What follows belongs to an exercise in optimizing a design on an open flow for small area; a production flow would make more cautious choices. Only simulation tests tie the RTL to the original design; equivalence was not proved. No activity file was given, so power comes from the tool's default toggle rates.

**design.v**
```verilog
module dec_7seg (hex_digit, seg);
	input [3:0] hex_digit;
	output reg [6:0] seg;
	always @*
		case (hex_digit)
		4'h0: seg = 7'b1000000;
		4'h1: seg = 7'b1111001;
		4'h2: seg = 7'b0100100;
		4'h3: seg = 7'b0110000;
		4'h4: seg = 7'b0011001;
		4'h5: seg = 7'b0010010;
		4'h6: seg = 7'b0000010;
		4'h7: seg = 7'b1111000;
		4'h8: seg = 7'b0000000;
		4'h9: seg = 7'b0011000;
		default: seg = 7'b1111111;
		endcase
endmodule
module display_time (sel, hour2, hour1, minute2, minute1,
		chour2, chour1, cminute2, cminute1, csecond2, csecond1,
		HEX5, HEX4, HEX3, HEX2, HEX1, HEX0);
	input sel;
	input [1:0] hour2, chour2;
	input [3:0] hour1, chour1, minute1, cminute1, csecond1;
	input [2:0] minute2, cminute2, csecond2;
	output [6:0] HEX5, HEX4, HEX3, HEX2, HEX1, HEX0;
	dec_7seg h5 ({2'b00, sel ? chour2 : hour2}, HEX5);
	dec_7seg h4 (sel ? chour1 : hour1, HEX4);
	dec_7seg h3 ({1'b0, sel ? cminute2 : minute2}, HEX3);
	dec_7seg h2 (sel ? cminute1 : minute1, HEX2);
	dec_7seg h1 ({1'b0, sel ? csecond2 : 3'd0}, HEX1);
	dec_7seg h0 (sel ? csecond1 : 4'd0, HEX0);
endmodule
module LCD_display_string(index, out, state_code);
	input [4:0] index;
	input [2:0] state_code;
	output reg [7:0] out;
	always @*
		case (index)
		5'h00: out = (state_code == 3'd5) ? 8'h44 : 8'h53;	 
		5'h01: case (state_code)
			3'd0: out = 8'h74;	 
			3'd5: out = 8'h6F;	 
			default: out = 8'h65;	 
			endcase
		5'h02: case (state_code)
			3'd0: out = 8'h61;	 
			3'd5: out = 8'h6E;	 
			default: out = 8'h74;	 
			endcase
		5'h03: case (state_code)
			3'd0: out = 8'h72;	 
			3'd5: out = 8'h65;	 
			default: out = 8'h20;
			endcase
		5'h04: case (state_code)
			3'd0: out = 8'h74;	 
			3'd1: out = 8'h43;	 
			3'd2: out = 8'h4D;	 
			3'd3: out = 8'h54;	 
			3'd4: out = 8'h53;	 
			default: out = 8'h20;
			endcase
		5'h05: case (state_code)
			3'd1: out = 8'h6C;	 
			3'd2: out = 8'h65;	 
			3'd3, 3'd4: out = 8'h69;	 
			default: out = 8'h20;
			endcase
		5'h06: case (state_code)
			3'd1: out = 8'h6F;	 
			3'd2: out = 8'h61;	 
			3'd3: out = 8'h6D;	 
			3'd4: out = 8'h7A;	 
			default: out = 8'h20;
			endcase
		5'h07: case (state_code)
			3'd1: out = 8'h63;	 
			3'd2: out = 8'h6C;	 
			3'd3, 3'd4: out = 8'h65;	 
			default: out = 8'h20;
			endcase
		5'h08: out = (state_code == 3'd1) ? 8'h6B : 8'h20;	 
		5'h10: out = 8'h50;	 
		5'h11: out = 8'h72;	 
		5'h12: out = 8'h65;	 
		5'h13: out = 8'h73;	 
		5'h14: out = 8'h73;	 
		5'h16: out = 8'h4F;	 
		5'h17: out = 8'h6B;	 
		default: out = 8'h20;
		endcase
endmodule
module LCD_Display (clk, rst_n, state_code, LCD_RS, LCD_E, LCD_RW, DATA_BUS);
	input clk, rst_n;
	input [4:0] state_code;
	output LCD_RS, LCD_E, LCD_RW;
	output [7:0] DATA_BUS;
	reg [5:0] lfsr;
	reg half;
	wire tap = ~|lfsr[5:1];	 
	wire step = tap & ~half;
	always @(posedge clk)
		if (~rst_n) begin
			lfsr <= 6'b000010;
			half <= 1'b0;
		end else begin
			lfsr <= {lfsr[4:0], lfsr[5] ^ lfsr[4]};
			if (tap) half <= ~half;
		end
	reg [5:0] pos;
	reg e_hi, hold;
	reg [2:0] cap;	 
	wire [2:0] code = {state_code[3] | state_code[4],
		state_code[1] | state_code[2],
		state_code[0] | state_code[2] | state_code[4]};
	reg [5:0] next_pos;
	always @*
		if (~pos[5])
			next_pos = (pos[3:0] == 4'hf) ? {1'b1, pos[4:0]} : pos + 1'b1;
		else if (pos[3:0] == 4'hf)
			next_pos = {1'b0, pos[4:0] + 1'b1};
		else if (pos[3])
			next_pos = 6'd0;
		else
			next_pos = pos + 1'b1;
	always @(posedge clk)
		if (~rst_n) begin
			pos <= 6'b100000;
			e_hi <= 1'b0;
			hold <= 1'b0;
			cap <= 3'd0;
		end else if (step) begin
			if (e_hi) begin
				e_hi <= 1'b0;
				hold <= 1'b1;
			end else if (hold)
				hold <= 1'b0;
			else begin
				e_hi <= 1'b1;
				pos <= next_pos;
				cap <= code;
			end
		end
	wire [7:0] ch;
	LCD_display_string u1 (.index(pos[4:0]), .out(ch), .state_code(cap));
	wire [4:0] x = pos[4:0];
	wire lo = ~x[3];		 
	wire c38 = lo & (x[2] ? ~x[1] & ~x[0] : x[1] | x[0]);	 
	wire [7:0] cmd;
	assign cmd[7] = x[3] & x[2];			 
	assign cmd[6] = x[3] & x[2] & ~x[4];		 
	assign cmd[5] = c38;
	assign cmd[4] = c38;
	assign cmd[3] = lo & (x[2:0] != 3'd0) & (x[2:0] != 3'd6);	 
	assign cmd[2] = (lo & (&x[2:0])) | (x[3] & ~x[2]);	 
	assign cmd[1] = x[3] & ~x[2];			 
	assign cmd[0] = lo & x[2] & x[1] & ~x[0];	 
	assign DATA_BUS = pos[5] ? cmd : ch;
	assign LCD_RS = ~pos[5];
	assign LCD_E = e_hi;
	assign LCD_RW = 1'b0;
endmodule
module set_time (clk, rst_n, inc_min, inc_hour, hour2, hour1, minute2, minute1);
	input clk, rst_n, inc_min, inc_hour;
	output reg [1:0] hour2;
	output reg [3:0] hour1;
	output reg [2:0] minute2;
	output reg [3:0] minute1;
	wire m1_9 = minute1[3] & minute1[0];
	wire m2_5 = minute2[2] & minute2[0];
	wire h1_9 = hour1[3] & hour1[0];
	wire h_23 = hour2[1] & hour1[1] & hour1[0];
	always @(posedge clk)
		if (~rst_n) begin
			hour2 <= 0; hour1 <= 0; minute2 <= 0; minute1 <= 0;
		end else begin
			if (inc_min) begin
				if (m1_9) begin
					minute1 <= 0;
					minute2 <= m2_5 ? 3'd0 : minute2 + 1'b1;
				end else
					minute1 <= minute1 + 1'b1;
			end
			if (inc_hour) begin
				if (h_23) begin
					hour2 <= 0; hour1 <= 0;
				end else if (h1_9) begin
					hour1 <= 0; hour2 <= hour2 + 1'b1;
				end else
					hour1 <= hour1 + 1'b1;
			end
		end
endmodule
module run_clock (clk, rst_n, nLoad, tick, hour2, hour1, minute2, minute1,
		chour2, chour1, cminute2, cminute1, csecond2, csecond1);
	input clk, rst_n, nLoad, tick;
	input [1:0] hour2;
	input [3:0] hour1;
	input [2:0] minute2;
	input [3:0] minute1;
	output reg [1:0] chour2;
	output reg [3:0] chour1;
	output reg [2:0] cminute2, csecond2;
	output reg [3:0] cminute1, csecond1;
	wire s1_9 = csecond1[3] & csecond1[0];
	wire s2_5 = csecond2[2] & csecond2[0];
	wire m1_9 = cminute1[3] & cminute1[0];
	wire m2_5 = cminute2[2] & cminute2[0];
	wire h1_9 = chour1[3] & chour1[0];
	wire h_23 = chour2[1] & chour1[1] & chour1[0];
	wire c_s2 = s1_9;
	wire c_m1 = c_s2 & s2_5;
	wire c_m2 = c_m1 & m1_9;
	wire c_h1 = c_m2 & m2_5;
	always @(posedge clk)
		if (~rst_n) begin
			chour2 <= 0; chour1 <= 0; cminute2 <= 0; cminute1 <= 0; csecond2 <= 0; csecond1 <= 0;
		end else if (~nLoad) begin
			chour2 <= hour2; chour1 <= hour1; cminute2 <= minute2; cminute1 <= minute1;
			csecond2 <= 0; csecond1 <= 0;
		end else if (tick) begin
			csecond1 <= s1_9 ? 4'd0 : csecond1 + 1'b1;
			if (c_s2) csecond2 <= s2_5 ? 3'd0 : csecond2 + 1'b1;
			if (c_m1) cminute1 <= m1_9 ? 4'd0 : cminute1 + 1'b1;
			if (c_m2) cminute2 <= m2_5 ? 3'd0 : cminute2 + 1'b1;
			if (c_h1) begin
				if (h_23) begin
					chour2 <= 0; chour1 <= 0;
				end else if (h1_9) begin
					chour1 <= 0; chour2 <= chour2 + 1'b1;
				end else
					chour1 <= chour1 + 1'b1;
			end
		end
endmodule
module executer (clk, rst_n, nLoad, long_wait, shour2, shour1, sminute2, sminute1,
		chour2, chour1, cminute2, cminute1, csecond2, csecond1, ME, MT1, MT2);
	input clk, rst_n, nLoad, long_wait;
	input [1:0] shour2, chour2;
	input [3:0] shour1, chour1;
	input [2:0] sminute2, cminute2, csecond2;
	input [3:0] sminute1, cminute1, csecond1;
	output ME;
	output reg MT1, MT2;
	localparam [17:0] P = 18'd2333;
	localparam [17:0] CLOSE_S = 18'd102333, CLOSE_L = 18'd252333;
	localparam [17:0] END_S = 18'd105366, END_L = 18'd255366;
	reg [1:0] thour2;	 
	reg [3:0] thour1, tminute1;
	reg [2:0] tminute2;
	reg [17:0] count;
	reg active;
	wire match = (thour2 == chour2) & (thour1 == chour1) & (tminute2 == cminute2) &
		(tminute1 == cminute1) & (csecond2 == 3'd0) & (csecond1 == 4'd0);
	wire open_ph = count < P;
	wire before_close = long_wait ? (count < CLOSE_L) : (count < CLOSE_S);
	wire done = long_wait ? ((count & END_L) == END_L) : (count >= END_S);
	wire run = active & nLoad;
	assign ME = MT1 | MT2;
	always @(posedge clk) begin
		if (~rst_n | (run & done)) count <= 0;
		else count <= count + run;
		if (~rst_n) begin
			thour2 <= 2'd3; thour1 <= 0; tminute2 <= 0; tminute1 <= 0;
			active <= 0; MT1 <= 0; MT2 <= 0;
		end else if (~nLoad) begin
			thour2 <= shour2; thour1 <= shour1; tminute2 <= sminute2; tminute1 <= sminute1;
		end else begin
			active <= active ? ~done : match;
			if (active) begin
				MT1 <= open_ph;
				MT2 <= ~before_close & ~done;
			end
		end
	end
endmodule
module pet_feeder (
	input clk,
	input rst_n,
	input tick,
	input [3:0] KEY,
	input [3:0] SW,
	output [4:0] LED_STATE,
	output ME, MT1, MT2,
	output [6:0] HEX5,HEX4,HEX3,HEX2,HEX1,HEX0,
	output LCD_RW,
	output LCD_EN,
	output LCD_RS,
	output [7:0] LCD_DATA
	);
	reg [1:0] KEY_Q;
	always @(posedge clk)
		if (~rst_n) KEY_Q <= 2'b11;
		else KEY_Q <= KEY[1:0];
	wire next_step = KEY[0] & ~KEY_Q[0];
	wire add = KEY[1] & ~KEY_Q[1];
	reg [4:0] STATE;
	always @(posedge clk)
		if (~rst_n) STATE <= 5'b00000;
		else if (next_step) STATE <= {STATE[3:0], ~|STATE};
	assign LED_STATE = STATE;
	wire en_clk = STATE[0] | STATE[2];
	wire en_meal = STATE[1];
	wire inc_m = add & SW[1] & ~SW[2];
	wire inc_h = add & SW[2] & ~SW[1];
	wire [1:0] h2; wire [3:0] h1; wire [2:0] m2; wire [3:0] m1;
	wire [1:0] mh2; wire [3:0] mh1; wire [2:0] mm2; wire [3:0] mm1;
	wire [1:0] ch2; wire [3:0] ch1; wire [2:0] cm2; wire [3:0] cm1; wire [2:0] cs2; wire [3:0] cs1;
	set_time s0 (clk, rst_n, inc_m & en_clk, inc_h & en_clk, h2, h1, m2, m1);
	set_time s1 (clk, rst_n, inc_m & en_meal, inc_h & en_meal, mh2, mh1, mm2, mm1);
	run_clock rclk0 (clk, rst_n, KEY[2], tick, h2, h1, m2, m1, ch2, ch1, cm2, cm1, cs2, cs1);
	executer e0 (clk, rst_n, KEY[3], SW[3], mh2, mh1, mm2, mm1,
		ch2, ch1, cm2, cm1, cs2, cs1, ME, MT1, MT2);
	display_time d0 (SW[0], h2, h1, m2, m1, ch2, ch1, cm2, cm1, cs2, cs1,
		HEX5, HEX4, HEX3, HEX2, HEX1, HEX0);
	LCD_Display u1 (.clk(clk), .rst_n(rst_n), .state_code(STATE),
		.DATA_BUS(LCD_DATA), .LCD_RW(LCD_RW), .LCD_E(LCD_EN), .LCD_RS(LCD_RS));
endmodule
```
**run.sh**
```bash
#!/bin/bash
# synth_recipe.tcl (not shown) runs the flow's synth.tcl, then flattens the netlist and writes it again
# the make line also repeats each setting of config.mk as NAME=value (left out here)
make -C /OpenROAD-flow-scripts/flow DESIGN_CONFIG=/design/flow/config.mk WORK_HOME=/design/flow/orfs CLKGATE_MAP_FILE= SYNTH_SCRIPT=/design/flow/synth_recipe.tcl finish
```
**config.mk**
```make
export PLATFORM = sky130hd
export DESIGN_NAME = pet_feeder
export DESIGN_NICKNAME = pet_feeder
export VERILOG_FILES = /design/flow/design.v
export SDC_FILE = /design/flow/constraint.sdc
export NUM_CORES = 4
export LEC_CHECK = 0
export ABC_AREA = 1
export CAP_MARGIN = 20
export CORE_MARGIN = 2
export CORE_UTILIZATION = 40
export SLEW_MARGIN = 20
```
**constraint.sdc**
```tcl
create_clock -name core_clock -period 10.0 [get_ports {clk}]
set_input_delay 2.0000 -clock core_clock [delete_from_list [all_inputs] [get_ports {clk}]]
set_output_delay 2.0000 -clock core_clock [all_outputs]
set_load 0.01 [all_outputs]
```
==> run summary, run 1 <==
post-CTS setup buffers 0; post-detail-place hpwl 12.1 mm; worst setup margin between 3000 and 4000 ps; CP arrival 4050 ps; final instance area between 0.007 and 0.008 mm^2; die area approximately 0.018 mm^2; cells after synthesis approximately 1000; clock sink total 105; RSZ-0062 raised after global routing false; area share of the largest cell type after synthesis 31.4%; DR WL/cell 12.2 um; pwr dens 122 mW/mm^2; ANT cells 0; setup_tns 0 ps; DR vias around 6500; Post-CTS Hold Buffers 0; share of layout cells above drive strength 1 about 3.2%; Die X between 100 and 150 um; area leader, netlist dfxtp_1; IO buf count 69; period utilisation layout about three fifths; area grow syn2layout 16.8%; total of max-cap violations 0; core footprint 0.0165 mm^2; CP max-delay cell o21ai_0; largest net degree at the start of global routing slightly above 50; met1 GRT Util approximately a quarter; Chip Height 133 um; global route overflow 0; pre-CTS setup slack 3030 ps; root buffer cell clkbuf_16; dpl cells around 1300; layout net count 1145; R2R cell count 10; initial antenna violation count 0; Post-Syn Area per Cell roughly 6.5 um^2; row cnt 47; residual DRC count 0; crit-path max FO 33; status timing/DRC/antenna clean; sequential fraction of the synthesis area a little under a third; Clock transition at path regs ~70 ps; global-route wire length before repair 27.0 mm; Pleak roughly 3.5 nW; Max Clock Freq 165 MHz; fin cells 1312; CP max stage delay 540 ps; kind of cell adding the most delay to the critical path buffers and inverters; Hold/Removal Path Class register to register; num ports 72; min-delay src u1.lfsr[0]; via/cell ratio 4.97; drt total wl approximately 16 mm; gr busiest metal met2; met2 usage 29.0%; Top cell by count, worst path o21ai_0; post-CTS sizing 0; Worst setup SP type input pin; R2R Path Start e0.active; CTS tree done; crit path time final 6050 ps; Placed Area approximately 0.0075 mm^2; CTS Buf Count 9; Reg2Reg Setup Slack 7810 ps; critical path data required time 8000 ps; met3 usage under 10%; worst skew pair latency between 300 and 400 ps; Hold Vio Cnt, Final 0; hold path endpoint u1.lfsr[1]; Initial Utilization 40.7%; Yosys cell types 39; top post-synthesis cells by area dfxtp_1 (31%), nand2_1 (13%), ha_1 (8.8%), inv_1 (8.6%), o21ai_0 (7.9%); DR iter-0 viols 349; H-tree levels 3; iteration count of the initial detailed-routing pass 5; clk_skew 8.20 ps; Placer Congestion 0.884; number of synthesized register bits 105; Critical Path End Type output pin; hold path cells 1; crit path cell chain buf_2 > o21ai_0 > inv_1 > ha_1 > a21oi_1 > o21ai_0 > nand2_1 > clkdlybuf4s50_1; max_slew headroom 35.4%; commonest non-fill, non-tap cell in the layout nand2_1; CP bufs+invs 3; crit path kind input pin to output pin; antenna-violating nets left 0; Worst R2R End e0.count[16]; maximum vdd drop ~86 uV; Tot GR Track Use 18.2%; YS warnings 7; CTS max path bufs 2; worst-margin pin slew 969 ps; most frequent cells in the layout nand2_1 (230), inv_1 (153), nor2_1 (132); via count of the first global-routing pass 5799; Post-Syn Area ~0.0067 mm^2; Max Slew Vio Count 0; endpoints failing setup 0
==> state kept, by name, summed over array words and instances, names as in the netlist, 2 cells and up <==
register,flops
KEY_Q,2
STATE,5
e0.count,18
e0.thour1,4
e0.thour2,2
e0.tminute1,4
e0.tminute2,3
rclk0.chour1,4
rclk0.chour2,2
rclk0.cminute1,4
rclk0.cminute2,3
rclk0.csecond1,4
rclk0.csecond2,3
s0.hour1,4
s0.hour2,2
s0.minute1,4
s0.minute2,3
s1.hour1,4
s1.hour2,2
s1.minute1,4
s1.minute2,3
u1.cap,3
u1.lfsr,6
u1.pos,6
==> metal layers <==
layer / up-vias / wire length (um)
li1: 3448 / -
met1: 2919 / 8110
met5: - / 0
met3: 21 / 661
met2: 127 / 6990
met4: 0 / 233
==> cell type report <==
class | count | area (um^2)
fill | 1787 | 8640
multi-input combinational | 745 | 3890
sequential | 105 | 2100
timing repair buffer | 70 | 688
inverter | 156 | 586
tap | 220 | 275
clock buffer | 9 | 225
clock inverter | 7 | 55.1
==> synth_stat cells <==
| library cell | instances |
|---|---|
| xor2_1 | 15 |
| clkbuf_2 | 2 |
| o21ai_0 | 106 |
| nand3_1 | 41 |
| o211a_1 | 1 |
| nor3_1 | 18 |
| a2111oi_0 | 1 |
| dfxtp_1 | 105 |
| o21ai_4 | 2 |
| o2111a_1 | 1 |
| buf_1 | 3 |
| a21oi_1 | 66 |
| a22o_1 | 1 |
| conb_1 | 1 |
| a211oi_1 | 16 |
| buf_6 | 1 |
| a221oi_1 | 1 |
| nor2_2 | 5 |
| clkbuf_1 | 10 |
| o41ai_1 | 1 |
| o22ai_1 | 8 |
| nand4_1 | 13 |
| buf_4 | 4 |
| nand2_1 | 230 |
| nand2_2 | 3 |
| a31oi_1 | 10 |
| clkinv_1 | 1 |
| o21ai_1 | 1 |
| o211ai_1 | 4 |
| buf_2 | 4 |
| o21a_1 | 3 |
| ha_1 | 47 |
| or2_2 | 4 |
| mux2i_1 | 1 |
| inv_1 | 153 |
| inv_2 | 2 |
| xnor2_1 | 10 |
| nor2_1 | 132 |
| a41oi_1 | 2 |
==> power breakdown <==
part	leakage [nW]	switching (mW)	internal (mW)
clock	0.138	0.169	0.172
combinational	2.51	0.102	0.0727
sequential	0.853	0.0123	0.429
total	3.50	0.283	0.674
==> through the flow <==
stage,util [%],total power [mW],hold slack (ps)
after floorplan,-,0.561,393
after global placement,45.8,0.627,394
after detailed placement,45.8,0.627,403
after CTS,47.5,0.970,421
after global routing,47.5,1.01,439
final,47.5,0.957,415
==> worst max path at each step <==
stage | start | endpoint | cells past startpoint
finish | SW[0] | HEX2[4] | 8
global route | SW[0] | HEX2[0] | 6
CTS | SW[0] | HEX2[4] | 8
detailed placement | SW[0] | HEX2[4] | 8
global placement | SW[0] | HEX2[6] | 6
floorplan | SW[0] | HEX3[3] | 5
==> logic make-up (layout without fill, tap and decap cells) <==
logic type / count (synthesis) / count (layout) / synth area share, %
buffers and inverters: 180 / 242 / 10.5
muxes: 1 / 1 / 0.149
and+or+nand+nor: 446 / 446 / 27.0
xor gates and xnor gates: 25 / 25 / 3.27
other: 1 / 2 / 0.0560
DFF: 105 / 105 / 31.4
adders and majority gates: 47 / 47 / 8.78
AOI/OAI and AO/OA: 224 / 224 / 18.8
==> worst register-to-register path, delay by kind of cell, from the launching register on <==
| kind | cells | cell delay, ps |
|---|---|---|
| simple gates | 6 | 990 |
| fa+ha+maj | 2 | 410 |
| buf+inv | 1 | 150 |
| flops | 1 | 350 |
| xor+xnor | 1 | 170 |
==> run 2, diff against run 1 <==
==> flow/run.sh (new file) <==
#!/bin/bash
# Own layout flow: the standard ORFS flow, with an area-oriented ABC script for the
# technology mapping and without the half/full adder cell extraction.
set -euo pipefail
W=$(pwd)
rm -rf "$W/scripts_area"
cp -r "$FLOW_HOME/scripts" "$W/scripts_area"
cp "$W/flow/abc_area.script" "$W/scripts_area/abc_area.script"
bash "$W/standard.sh" SCRIPTS_DIR="$W/scripts_area" ABC_AREA=1 ADDER_MAP_FILE= finish > "$W/flow_make.log" 2>&1
==> flow/abc_area.script (new file) <==
strash
ifraig
dc2
strash
dch -f
amap
strash
dc2
dch -f
amap
topo
==> standard.sh (new file) <==
#!/bin/bash
# synth_recipe.tcl (not shown) runs the flow's synth.tcl, then flattens the netlist and writes it again
# the make line also repeats each setting of config.mk as NAME=value (left out here)
make -C /OpenROAD-flow-scripts/flow DESIGN_CONFIG=/design/flow/config.mk WORK_HOME=/design/flow/orfs CLKGATE_MAP_FILE= SYNTH_SCRIPT=/design/flow/synth_recipe.tcl "${@:-finish}"
removed: run.sh
==> run 2 against run 1 <==
Die area down 18%. Clock skew rose by 1.2 ps. Hold slack improved by 8.8 ps. Setup slack worse by 1500 ps. Critical path depth unchanged. Largest power group unchanged. Still clean.
==> run summary, run 2 <==
Critical Path End Type output pin; core footprint 0.0132 mm^2 (-20%); ANT cells 0 (unchanged); Post-synth EDFFs 0 (unchanged); number of flip-flops in the largest register 18 (unchanged); R2R cell count 15 (+5); asr flop ratio synth 0% (unchanged); area grow syn2layout 22.2%; post-CTS sizing 0 (unchanged); final core utilization 50.2% (+2.6 points); share of layout cells above drive strength 1 2.17% (-1.0 points); CTS tree done; drt total wl 14.3 mm (-11%); most frequent cells in the layout nor2_1 (188), clkinv_1 (122), dfxtp_1 (105); Tot GR Track Use 19.9% (+1.8 points); post-CTS setup buffers 0 (unchanged); num ports 72 (unchanged); area leader, netlist dfxtp_1; commonest non-fill, non-tap cell in the layout nor2_1; Clock transition at path regs 70 ps (about the same); endpoints failing setup 0 (unchanged); iteration count of the initial detailed-routing pass 4 (-1); Post-Syn Area 0.00543 mm^2 (-19%); maximum vdd drop 101 uV (+18%); max_slew headroom 52.5% (+17 points); Post-CTS Hold Buffers 0 (unchanged); Worst setup SP type input pin; hold_ws 424 ps (+8.80 ps); clk_skew 9.35 ps (+1.15 ps); crit path kind input pin to output pin; Placer Congestion 0.908 (+2.7%); post-detail-place hpwl 10.9 mm (-9.8%); sequential fraction of the synthesis area 38.7% (+7.3 points); crit-path max FO 23 (-30%); total power 891 uW (-6.9%); YS warnings 7 (unchanged); DR iter-0 viols 407 (+17%); pwr dens 134 mW/mm^2 (+9.6%); worst-margin pin slew 711 ps (-258 ps); most frequent cell after synthesis nor2_1; number of synthesized register bits 105 (unchanged); via/cell ratio 5.44 (+9.5%); Max Slew Vio Count 0 (unchanged); H-tree levels 3 (unchanged); global route overflow 0 (unchanged); top post-synthesis cells by area dfxtp_1 (39%), nor2_1 (13%), clkinv_1 (8.4%), o21ai_0 (5.8%), nor3_1 (4.7%); setup_tns 0 ps (unchanged); ys flop type dfxtp_1; worst skew pair latency 350 ps (about the same); via count of the first global-routing pass 5014 (-14%); critical path data required time 8000 ps (about the same); initial antenna violation count 0 (unchanged); root buffer cell clkbuf_16; Die X 121 um (-9.6%); DR vias 5727 (-12%); Initial Utilization 41.0% (+0.36 points); Post-Syn Area per Cell 6.86 um^2 (+5.4%); Yosys cell types 38 (-2.6%); area share of the largest cell type after synthesis 38.7% (+7.3 points); residual DRC count 0 (unchanged); largest registers e0.count x18, u1.lfsr x6, u1.pos x6; CTS max path bufs 2 (unchanged); row cnt 42 (-11%); Synth top cells by count nor2_1 (188), clkinv_1 (122), dfxtp_1 (105); DR WL/cell 13.5 um (+11%); Chip Height 121 um (-9.6%); crit path time final 7510 ps (+1460 ps); Hold/Removal Path Class register to register; cells after synthesis 792 (-23%); CP arrival 5510 ps (+1460 ps); global-route wire length before repair 23.6 mm (-12%); largest net degree at the start of global routing 56 (+9.8%); status timing/DRC/antenna clean; dpl cells 1037 (-20%); Top reg by flops e0.count; Max Clock Freq 133 MHz (-19%); period utilisation layout 75.1% (+15 points); RSZ-0062 raised after global routing false; Hold Vio Cnt, Final 0 (unchanged); die area 0.0145 mm^2 (-18%); Pleak 2.15 nW (-39%); IO buf count 69 (unchanged); fin cells 1053 (-20%); total of max-cap violations 0 (unchanged); hold path cells 2 (+1); CTS Buf Count 9 (unchanged); antenna-violating nets left 0 (unchanged); clock sink total 105 (unchanged); layout net count 883 (-23%)
-- run 2: changes by cell type after synthesis, moves of 26 or more --
cell,previous run,this run
nand3_1,41,14
nand2_1,230,55
a21oi_1,66,40
clkinv_1,1,122
nor3_1,18,51
inv_1,153,0
o21ai_0,106,63
nor2_1,132,188
ha_1,47,0
-- run 2: critical path: stages --
cell and delay, ps:
clkdlybuf4s50_1 930, clkinv_1 750, o22ai_1 620, clkinv_1 150, o21ai_0 260, clkinv_1 120
a21oi_1 130, clkdlybuf4s50_1 550
-- run 2: power by group --
group	internal [mW]	total (mW)	switching, mW
Combinational	0.0387	0.101	0.0620
Sequential	0.427	0.434	0.00742
Clock	0.197	0.356	0.159
Total	0.662	0.891	0.229
-- run 2: per-layer routing --
| metal | vias to the layer above | GRT usage, % | wire length [um] |
|---|---|---|---|
| met5 | - | 0 | 0 |
| li1 | 2924 | - | - |
| met2 | 175 | 31.5 | 6530 |
| met4 | 0 | 5.60 | 149 |
| met3 | 11 | 4.10 | 770 |
| met1 | 2617 | 27.6 | 6800 |
-- run 2: area by class of cell --
class	instances	area, um^2
fill	1332	6600
tap	176	220
multi-input combinational	562	2850
inverter	122	458
clock inverter	7	76.3
timing repair buffer	72	713
clock buffer	9	225
sequential	105	2100
-- run 2: worst paths after layout --
| path | end | startpoint | slack (ps) |
|---|---|---|---|
| worst max-delay path | HEX3[6] | SW[0] | 2490 |
| worst min-delay path | u1.lfsr[2] | u1.lfsr[1] | 420 |
| worst max register to register | rclk0.chour2[0] | rclk0.csecond1[0] | 6520 |
| worst min register to register | u1.lfsr[2] | u1.lfsr[1] | 420 |
-- run 2: cells by family after synthesis --
family	count (synthesis)	share of synthesized area [%]
AOI/OAI and AO/OA	219	25.6
buffers and inverters	126	8.98
DFF	105	38.7
other	1	0.0690
and+or+nand+nor	341	26.6
-- run 2: through the flow --
step	instance area, um^2	setup WS [ps]
after floorplan	5440	4560
after detailed placement	6340	2540
final	6640	2490
after CTS	6640	2530
after global placement	6340	2660
after global routing	6640	2190

afterwards: timing with drivers on the ports:
How much do the figures lean on ideal ports? The routed layouts below were timed once more, with nothing changed but the port constraints. Step 1 (the two cells are an assumption about what drives the block):
set clk [get_ports {clk}]
set_driving_cell -lib_cell sky130_fd_sc_hd__clkbuf_16 $clk
set_driving_cell -lib_cell sky130_fd_sc_hd__buf_2 [delete_from_list [all_inputs] $clk]
Step 2 moves the port delays by t, midway between the first and last clock arrival at a register: inputs arrive t later, outputs are due t later. That takes back most of the time a late clock gives input paths. Three values: ideal ports, drivers, drivers and shift; two values: the first two.
run	shift t [ns]	setup slack, ns	worst register clock-pin slew, ns
run 1	0.389	3.945 / 3.922 / 3.922	0.08 / 0.08
run 2	0.385	2.486 / 2.464 / 2.464	0.07 / 0.07
After both steps setup and hold are still met in every run listed. The setup slack of run 1, which loses most, moves by -0.023 ns with the drivers and by -0.023 ns with both steps.
